From an optimization exercise on the open Yosys and OpenROAD flow, aimed at small area and a short achievable clock period; shortcuts taken in it are not production practice. RTL that was checked went through simulation tests only; none was proved equivalent to the original.

==> flow/design.v (excerpt) <==
module Matrix_Multiplication (
  input clk, reset,
  input [7:0] a1, a2, a3, a4, b1, b2, b3, b4,
  output [16:0] c1, c2, c3, c4, c5, c6, c7, c8, c9, c10, c11, c12, c13, c14, c15, c16
);
  reg [7:0] ad1_0, ad1_1, ad1_2, ad1_3, ad2_0, ad2_1, ad2_2, ad2_3, ad3_0, ad3_1, ad3_2, ad3_3;
  reg [7:0] bd1_0, bd1_1, bd1_2, bd1_3, bd2_0, bd2_1, bd2_2, bd2_3, bd3_0, bd3_1, bd3_2, bd3_3;
  wire [7:0] ad0_0 = a1, ad0_1 = a2, ad0_2 = a3, ad0_3 = a4;
  wire [7:0] bd0_0 = b1, bd0_1 = b2, bd0_2 = b3, bd0_3 = b4;
  always @(posedge clk or posedge reset) begin
    if (reset) begin
      ad1_0 <= 8'b00000000;
      ad1_1 <= 8'b00000000;
      ad1_2 <= 8'b00000000;
      ad1_3 <= 8'b00000000;
      ad2_0 <= 8'b00000000;
      ad2_1 <= 8'b00000000;
      ad2_2 <= 8'b00000000;
      ad2_3 <= 8'b00000000;
      ad3_0 <= 8'b00000000;
      ad3_1 <= 8'b00000000;
      ad3_2 <= 8'b00000000;
      ad3_3 <= 8'b00000000;
      bd1_0 <= 8'b00000000;
      bd1_1 <= 8'b00000000;
      bd1_2 <= 8'b00000000;
      bd1_3 <= 8'b00000000;
      bd2_0 <= 8'b00000000;
      bd2_1 <= 8'b00000000;
      bd2_2 <= 8'b00000000;
      bd2_3 <= 8'b00000000;
      bd3_0 <= 8'b00000000;
      bd3_1 <= 8'b00000000;
      bd3_2 <= 8'b00000000;
      bd3_3 <= 8'b00000000;
    end else begin
      ad1_0 <= ad0_0;
      ad1_1 <= ad0_1;
      ad1_2 <= ad0_2;
      ad1_3 <= ad0_3;
      ad2_0 <= ad1_0;
      ad2_1 <= ad1_1;
      ad2_2 <= ad1_2;
      ad2_3 <= ad1_3;
      ad3_0 <= ad2_0;
      ad3_1 <= ad2_1;
      ad3_2 <= ad2_2;
      ad3_3 <= ad2_3;
      bd1_0 <= bd0_0;
      bd1_1 <= bd0_1;
      bd1_2 <= bd0_2;
      bd1_3 <= bd0_3;
      bd2_0 <= bd1_0;
      bd2_1 <= bd1_1;
      bd2_2 <= bd1_2;
      bd2_3 <= bd1_3;
      bd3_0 <= bd2_0;
  ...
Settings: LEC_CHECK=0, CAP_MARGIN=20, CORE_MARGIN=2, CORE_UTILIZATION=40, SETUP_SLACK_MARGIN=2.0, SLEW_MARGIN=20, SYNTH_HIERARCHICAL=1, SYNTH_MINIMUM_KEEP_SIZE=0; clock period 6.5 ns.
standard.sh (not shown) runs the stock make flow with config.mk's settings and CLKGATE_MAP_FILE= SYNTH_SCRIPT=/design/flow/synth_recipe.tcl, a recipe that flattens the netlist after the stock synthesis.
==> flow/flow/run.sh <==
#!/bin/bash
set -uo pipefail
export BUFFER_PORTS_ARGS="-buffer_cell sky130_fd_sc_hd__buf_1"
export CTS_ARGS="-sink_clustering_enable -repair_clock_nets -sink_clustering_size 24 -sink_clustering_max_diameter 150"
export REMOVE_ABC_BUFFERS=1
bash standard.sh > flow_standard.log 2>&1
Next try:
==> flow/flow/run.sh (replaced) <==
#!/bin/bash
set -uo pipefail
export BUFFER_PORTS_ARGS="-buffer_cell sky130_fd_sc_hd__buf_1"
export CTS_ARGS="-sink_clustering_enable -repair_clock_nets -sink_clustering_size 24 -sink_clustering_max_diameter 150"
bash standard.sh > flow_standard.log 2>&1
What happened: The changed run produced a clean layout; routed wire length fell slightly; setup slack gains 0.031 ns.

Matrix_Multiplication, a different RTL version from the one above (not shown whole).
Size: about 3500 cells after synthesis, roughly 460 flip-flops, about 340 I/O pins, about 44000 µm² of cells after synthesis.
export LEC_CHECK = 0
export CAP_MARGIN = 20
export CORE_MARGIN = 2
export CORE_UTILIZATION = 40
export SETUP_SLACK_MARGIN = 2.0
export SLEW_MARGIN = 20
export SYNTH_HIERARCHICAL = 1
export SYNTH_MINIMUM_KEEP_SIZE = 0
create_clock -name core_clock -period 6.5 [get_ports {clk}]
==> flow/flow/run.sh <==
#!/bin/bash
set -uo pipefail
export BUFFER_PORTS_ARGS="-buffer_cell sky130_fd_sc_hd__buf_1"
export CTS_ARGS="-sink_clustering_enable -repair_clock_nets -sink_clustering_size 24 -sink_clustering_max_diameter 150"
bash standard.sh > flow_standard.log 2>&1
Then changed:
==> flow/flow/run.sh (replaced) <==
#!/bin/bash
set -uo pipefail
export BUFFER_PORTS_ARGS="-buffer_cell sky130_fd_sc_hd__buf_1"
bash standard.sh > flow_standard.log 2>&1
Settings changed: CORE_UTILIZATION 40 to 60.
The changed run finished with timing, DRC and antenna clean.
Synthesized cell count does not change.
Wire length came out lower by 0.89%.
Via count increases by about 3.7%.
Die area goes down by 33%.
Maximum frequency drops by about 0.9%.

the reference run:
Matrix_Multiplication, a different RTL version from the one above (not shown whole).
For scale: ~3500 cells after synthesis, ~44000 sq um of cells after synthesis.
clock: 6.5 ns
lec_check: 0
cap_margin: 20
core_margin: 2
core_utilization: 40
slew_margin: 20
synth_hierarchical: 1
synth_minimum_keep_size: 0
run.sh (not shown) runs the stock make flow with config.mk's settings and CLKGATE_MAP_FILE= SYNTH_SCRIPT=/design/flow/synth_recipe.tcl, a recipe that flattens the netlist after the stock synthesis.
Stock flow here: none of the scripts above is used.
Relative to the reference run, the following input files were edited for the trial run:
- putting SETUP_SLACK_MARGIN at 2.0 where nothing was set
--- outcome ---
Taking the reference run as the reference, in the trial run global-route usage moved up; post-detailed-routing wire length moved up; biggest cell delay along the critical path moved down.
No run of this note included a check of the RTL's function; only the layout flow was run.

## job 101
Matrix_Multiplication with an RTL version that a note above also has.
For scale: about 4000 cells after synthesis, roughly 340 I/O pins.
Settings: LEC_CHECK=0, CAP_MARGIN=20, CORE_MARGIN=2, CORE_UTILIZATION=40, SETUP_SLACK_MARGIN=2.1, SLEW_MARGIN=20, SYNTH_HIERARCHICAL=1, SYNTH_MINIMUM_KEEP_SIZE=0; clock period 6.5 ns.
standard.sh (not shown) runs the stock make flow with config.mk's settings and CLKGATE_MAP_FILE= SYNTH_SCRIPT=/design/flow/synth_recipe.tcl, a recipe that flattens the netlist after the stock synthesis.
==> flow/flow/run.sh <==
#!/bin/bash
set -uo pipefail
export BUFFER_PORTS_ARGS="-buffer_cell sky130_fd_sc_hd__buf_1"
export CTS_ARGS="-sink_clustering_enable -repair_clock_nets -sink_clustering_size 24 -sink_clustering_max_diameter 150"
bash standard.sh > flow_standard.log 2>&1
Inputs modified between job 101 and job 102:
- a change of SETUP_SLACK_MARGIN from 2.1 to 2.0
- an added ABC_AREA of 1
Results
In the metrics for job 102 and job 101, the one carrying the higher relative area change from synthesis to final layout is job 101.
The run showing the greater final critical-path share of the clock period is job 102.
Job 102 reports its capturing instance or port of the critical path as B14.out_c[14]$_DFF_PP0_ while job 101 reports B3.out_c[11]$_DFF_PP0_.
Job 102 against job 101: cell count increased by 14% relative to the old numbers.
On vias per cell, the lower figure sits with job 102, not job 101.
In job 102, the largest stage delay on the critical path came out 0.06 ns below the value in job 101.
Post-route cell area, job 102 and job 101, lower one = job 101.
Job 102 ended up with a lower core utilization than job 101 did.
Compared with job 101, job 102 shows a number of instances resized during post-cts repair that is 105 lower.
Diff job 101 -> job 102 | total wire length | increase of 3.1 mm
Job 102 ends up with higher clock buffer instance count of the final layout than job 101 does.

-- static timing again, ports no longer ideal --
The flow's constraints put no driver on any port. The routed layouts listed below were extracted and timed again, unchanged, in two steps. Step 1, drivers: a clkbuf_16 drives clk and a buf_2 each remaining input, both assumed. Step 2 adds t to the input delays and takes it off the output delays; t is the mean of the earliest and latest rising clock arrival at the registers after step 1. Input paths then give back, and output paths get back, about the clock's delay inside the block. Three values: no drivers, after step 1, after step 2; two values: the first two.
| run | shift t [ns] | setup WS [ns] | hold slack, ns | worst slew at a driven data input, ns |
|---|---|---|---|---|
| the first run of note 1 | 0.689 | 2.094 / 2.130 / 1.456 | 0.375 / 0.375 / 0.375 | 0.09 |
| the second run of note 1 | 0.689 | 2.125 / 2.133 / 1.480 | 0.384 / 0.384 / 0.384 | 0.16 |
| the first run of note 2 | 0.695 | 2.126 / 2.126 / 1.513 | 0.458 / 0.458 / 0.458 | 0.06 |
| the second run of note 2 | 0.694 | 2.085 / 2.085 / 1.505 | 0.434 / 0.434 / 0.434 | 0.11 |
| the reference run | 0.718 | 1.427 / 1.472 / 0.753 | 0.471 / 0.471 / 0.471 | 0.07 |
| the trial run | 0.707 | 2.023 / 2.023 / 1.389 | 0.467 / 0.467 / 0.467 | 0.07 |
| job 101 | 0.687 | 2.230 / 2.232 / 1.545 | 0.378 / 0.378 / 0.378 | 0.15 |
| job 102 | 0.685 | 2.162 / 2.162 / 1.522 | 0.378 / 0.378 / 0.378 | 0.13 |
After both steps every run listed still meets setup and hold. For job 101, which loses most, drivers alone change the setup slack by +0.002 ns; drivers and shift together by -0.685 ns.
